This is an optimization exercise on Yosys and OpenROAD, whose aim is small area, not a production implementation. The RTL was checked by simulation tests, not by an equivalence proof against the original design. No driver is modelled on the clock port, so clocking that relies on it looks cheaper here than on a real chip. Power figures rest on the tool's default switching activity, not on a simulated workload.

==> flow/design.v (excerpt) <==
module uart_box
(
input  wire        CLK,
input  wire        RST,
input  wire        I_STB,
input  wire [7:0]  I_DATA,
output wire        I_ACK,
output wire        O_TxD,
input  wire        I_RxD,
output wire        O_STB,
output wire [7:0]  O_DATA,
input  wire        O_ACK,
input  wire [15:0] CFG_CLK_DIV
);
reg ph;
always @(posedge CLK or posedge RST)
 if (RST)  ph <= 1'b0;
 else      ph <= ~ph;
serial_tx_box tx
(
.CLK        (CLK),
.RST        (RST),
.PH         (ph),
.I_STB      (I_STB),
.I_DATA     (I_DATA),
.I_ACK      (I_ACK),
.O_TxD      (O_TxD),
.CFG_CLK_DIV(CFG_CLK_DIV)
);
serial_rx_box rx
(
.CLK        (CLK),
.RST        (RST),
.PH         (ph),
.I_RxD      (I_RxD),
.O_STB      (O_STB),
.O_DATA     (O_DATA),
.O_ACK      (O_ACK),
.CFG_CLK_DIV(CFG_CLK_DIV)
);
endmodule
Size in the first run: ~1,800 cells after synthesis, roughly 610 flip-flops, about 40 I/O pins, ~0.020 mm^2 of cells after synthesis.
Settings: LEC_CHECK=0, CAP_MARGIN=20, CORE_MARGIN=2, CORE_UTILIZATION=80, CTS_BUF_LIST=sky130_fd_sc_hd__clkbuf_8, CTS_CLUSTER_DIAMETER=120, CTS_CLUSTER_SIZE=16, SLEW_MARGIN=20, SYNTH_HIERARCHICAL=1; clock period 10.0 ns.
standard.sh (not shown) runs the stock make flow with config.mk's settings and CLKGATE_MAP_FILE= SYNTH_SCRIPT=/design/flow/synth_recipe.tcl, a recipe that flattens the netlist after the stock synthesis.
==> flow/flow/run.sh <==
#!/bin/bash
# Layout flow: the standard ORFS flow (standard.sh, unchanged synthesis) with two settings
# changed through ORFS's own variables:
#  - clock tree: clkbuf_8 buffers, clusters of at most 18 sinks, no dummy loads
#  - port buffers: sky130_fd_sc_hd__buf_1 on every input and output port
# Each tool's full output stays in orfs/logs/ (ORFS's per-step logs) and in flow_make.log here.
set -euo pipefail
export CTS_ARGS="-sink_clustering_enable -repair_clock_nets -dont_use_dummy_load -buf_list sky130_fd_sc_hd__clkbuf_8 -sink_clustering_size 18 -sink_clustering_max_diameter 120"
export BUFFER_PORTS_ARGS="-buffer_cell sky130_fd_sc_hd__buf_1"
bash standard.sh > flow_make.log 2>&1
Rerun with:
==> flow/flow/run.sh (replaced) <==
#!/bin/bash
# Layout flow: the standard ORFS flow (standard.sh, unchanged synthesis) with two settings
# changed through ORFS's own variables:
#  - clock tree: clkbuf_4 buffers, clusters of at most 10 sinks, no dummy loads
#  - port buffers: sky130_fd_sc_hd__buf_1 on every input and output port
# Each tool's full output stays in orfs/logs/ (ORFS's per-step logs) and in flow_make.log here.
set -euo pipefail
export CTS_ARGS="-sink_clustering_enable -repair_clock_nets -dont_use_dummy_load -buf_list sky130_fd_sc_hd__clkbuf_4 -sink_clustering_size 10 -sink_clustering_max_diameter 60"
export BUFFER_PORTS_ARGS="-buffer_cell sky130_fd_sc_hd__buf_1"
bash standard.sh > flow_make.log 2>&1
--- a/flow/config.mk
+++ b/flow/config.mk
@@ -9,3 +9,3 @@
 export CORE_MARGIN = 2
-export CORE_UTILIZATION = 80
+export CORE_UTILIZATION = 70
 export CTS_BUF_LIST = sky130_fd_sc_hd__clkbuf_8
The new run finished clean.
Worst hold slack gets better by 0.0036 ns.
Die area came out higher by roughly a tenth.
Wire length fell by a little under a tenth.
Sequential cell count is unchanged.
Synthesized cell count does not change.
Via count decreases by a few percent.
Maximum frequency decreases by a few percent.
First-iteration DRC count came out lower by about a fifth.
Cell count increases by a few percent.
Final area came out higher slightly.
Clock-buffer cell count increases by 32.


## P
uart_box, a different RTL version from the one above (not shown whole).
For scale: ~610 flip-flops, roughly 40 I/O pins, about 20000 um^2 of cells after synthesis.
==> flow/config.mk <==
export PLATFORM = sky130hd
export DESIGN_NAME = uart_box
export DESIGN_NICKNAME = uart_box
export VERILOG_FILES = /design/flow/design.v
export SDC_FILE = /design/flow/constraint.sdc
export NUM_CORES = 4
export LEC_CHECK = 0
export CAP_MARGIN = 20
export CORE_MARGIN = 2
export CORE_UTILIZATION = 50
export CTS_BUF_LIST = sky130_fd_sc_hd__clkbuf_8
export CTS_CLUSTER_DIAMETER = 120
export CTS_CLUSTER_SIZE = 16
export SLEW_MARGIN = 20
export SYNTH_HIERARCHICAL = 1
==> flow/constraint.sdc <==
create_clock -name core_clock -period 10.0 [get_ports {CLK}]
set_input_delay 2.0000 -clock core_clock [delete_from_list [all_inputs] [get_ports {CLK}]]
set_output_delay 2.0000 -clock core_clock [all_outputs]
set_load 0.01 [all_outputs]
==> flow/flow/run.sh <==
#!/bin/bash
# Layout flow: the standard ORFS flow (standard.sh, unchanged synthesis) with two settings
# changed through ORFS's own variables:
#  - clock tree: clkbuf_8 buffers, clusters of at most 18 sinks, no dummy loads
#  - port buffers: sky130_fd_sc_hd__buf_1 on every input and output port
# Each tool's full output stays in orfs/logs/ (ORFS's per-step logs) and in flow_make.log here.
set -euo pipefail
export CTS_ARGS="-sink_clustering_enable -repair_clock_nets -dont_use_dummy_load -buf_list sky130_fd_sc_hd__clkbuf_8 -sink_clustering_size 18 -sink_clustering_max_diameter 120"
export BUFFER_PORTS_ARGS="-buffer_cell sky130_fd_sc_hd__buf_1"
bash standard.sh > flow_make.log 2>&1
diff inputs: P => Q
==> flow/flow/run.sh <==
#!/bin/bash
# Layout flow: the standard ORFS flow (standard.sh, unchanged synthesis) with settings changed
# through ORFS's own variables and step hooks:
#  - clock tree: clkbuf_8 buffers, clusters of at most 16 sinks, no dummy loads
#  - port buffers: sky130_fd_sc_hd__buf_1 on every input and output port
#  - after clock tree: power recovery downsizing (flow/recover.tcl)
# Each tool's full output stays in orfs/logs/ (ORFS's per-step logs) and in flow_make.log here.
set -euo pipefail
F="$(pwd)/flow"
export CTS_ARGS="-sink_clustering_enable -repair_clock_nets -dont_use_dummy_load -buf_list sky130_fd_sc_hd__clkbuf_8 -sink_clustering_size 16 -sink_clustering_max_diameter 120"
export BUFFER_PORTS_ARGS="-buffer_cell sky130_fd_sc_hd__buf_1"
export POST_CTS_TCL="$F/recover.tcl"
bash standard.sh > flow_make.log 2>&1
==> flow/flow/recover.tcl (new file) <==
# POST_CTS hook: downsize cells on paths with slack to spare, then legalize again.
repair_timing -recover_power 100
detailed_placement
check_placement -verbose
--- outcome ---
Between Q and P, it is Q whose maximum frequency is lower, by 17 MHz.
Lower peak supply drop among P and Q: P
Comparing P and Q, the higher non-clock buffer count was measured on Q.
From P to Q the numbers moved as follows: share of post-route cells with drive strength above 1 held steady, setup slack now smaller, number of non-filler instances in the completed layout went up about 0.37%.
P and Q ended up with nearly the same first-pass GRT wire length.
Q vs P on detailed-router iteration count before antenna repair: Q is the lower one.
--- input diff Q..R ---
Settings: changing CORE_UTILIZATION from 50 to 70.
==> flow/flow/run.sh <==
#!/bin/bash
# Layout flow: the standard ORFS flow (standard.sh, unchanged synthesis) with two settings
# changed through ORFS's own variables:
#  - clock tree: clkbuf_8 buffers, clusters of at most 18 sinks, no dummy loads
#  - port buffers: sky130_fd_sc_hd__buf_1 on every input and output port
# Each tool's full output stays in orfs/logs/ (ORFS's per-step logs) and in flow_make.log here.
set -euo pipefail
export CTS_ARGS="-sink_clustering_enable -repair_clock_nets -dont_use_dummy_load -buf_list sky130_fd_sc_hd__clkbuf_8 -sink_clustering_size 18 -sink_clustering_max_diameter 120"
export BUFFER_PORTS_ARGS="-buffer_cell sky130_fd_sc_hd__buf_1"
bash standard.sh > flow_make.log 2>&1
removed: flow/flow/recover.tcl
==> summary.txt <==
On routed via count divided by cell count: between Q and R, it ends up lower for Q. Looking at the reports, R completed the entire flow and the layout it produced met the timing, design-rule and antenna checks. The lower area of the die came out of R. R against Q: proportion of power drawn by the clock network down 1.2 points; total routed wirelength has decreased.
> inputs changed (R -> S)
Settings: a change of CORE_UTILIZATION from 70 to 50.
==> flow/run.sh (new file) <==
#!/bin/bash
# synth_recipe.tcl (not shown) runs the flow's synth.tcl, then flattens the netlist and writes it again
# the make line also repeats each setting of config.mk as NAME=value (left out here)
make -C /OpenROAD-flow-scripts/flow DESIGN_CONFIG=/design/flow/config.mk WORK_HOME=/design/flow/orfs CLKGATE_MAP_FILE= SYNTH_SCRIPT=/design/flow/synth_recipe.tcl finish
removed: flow/flow/run.sh
removed: flow/standard.sh
### Flow results
Largest voltage drop on the vdd net for S is lower than for R. Looking at standard-cell row count, S sits 12 higher than R does. NOTE: utilization of the core after routing in S falls short of that of R. Comparing highest clock frequency the design can meet for R and S, the smaller number came from S. [compare] base=R new=S: combinational share of power lost 0.2 points; fraction of the cycle the final worst path needs picked up an extra 7.1 points; power share of the clock group picked up an extra 1.6 points; clock power picked up an extra about 10%; routed wire length picked up an extra 4.2%.

[port drivers added, routing unchanged]
How much do the figures lean on ideal ports? The routed layouts below were timed once more, with nothing changed but the port constraints. Step 1 assumes that a clkbuf_16 drives the clock port and a buf_2 every other input. Step 2 times the ports against the registers' clock, not the clock port: input delays grow and output delays shrink by t, the midpoint of the rising clock arrivals with the driver on. a / b / c = ideal ports / drivers / drivers and shift; a / b = the first two.
run	t (ns)	setup slack, ns	worst hold slack (ns)	pins driven straight from the clock port
the first run of note 1	0.609	5.090 / 5.070 / 5.070	0.361 / 0.361 / 0.361	1
the second run of note 1	0.746	4.903 / 4.865 / 4.865	0.364 / 0.364 / 0.364	1
P	0.664	4.695 / 4.665 / 4.568	0.360 / 0.360 / 0.360	1
Q	0.666	4.176 / 4.148 / 4.148	0.357 / 0.357 / 0.357	1
R	0.605	4.120 / 4.093 / 4.093	0.362 / 0.362 / 0.362	1
S	0.674	3.410 / 3.386 / 3.386	0.358 / 0.358 / 0.358	1
After both steps every run listed still meets setup and hold. For P, which loses most, drivers alone change the setup slack by -0.030 ns; drivers and shift together by -0.127 ns.
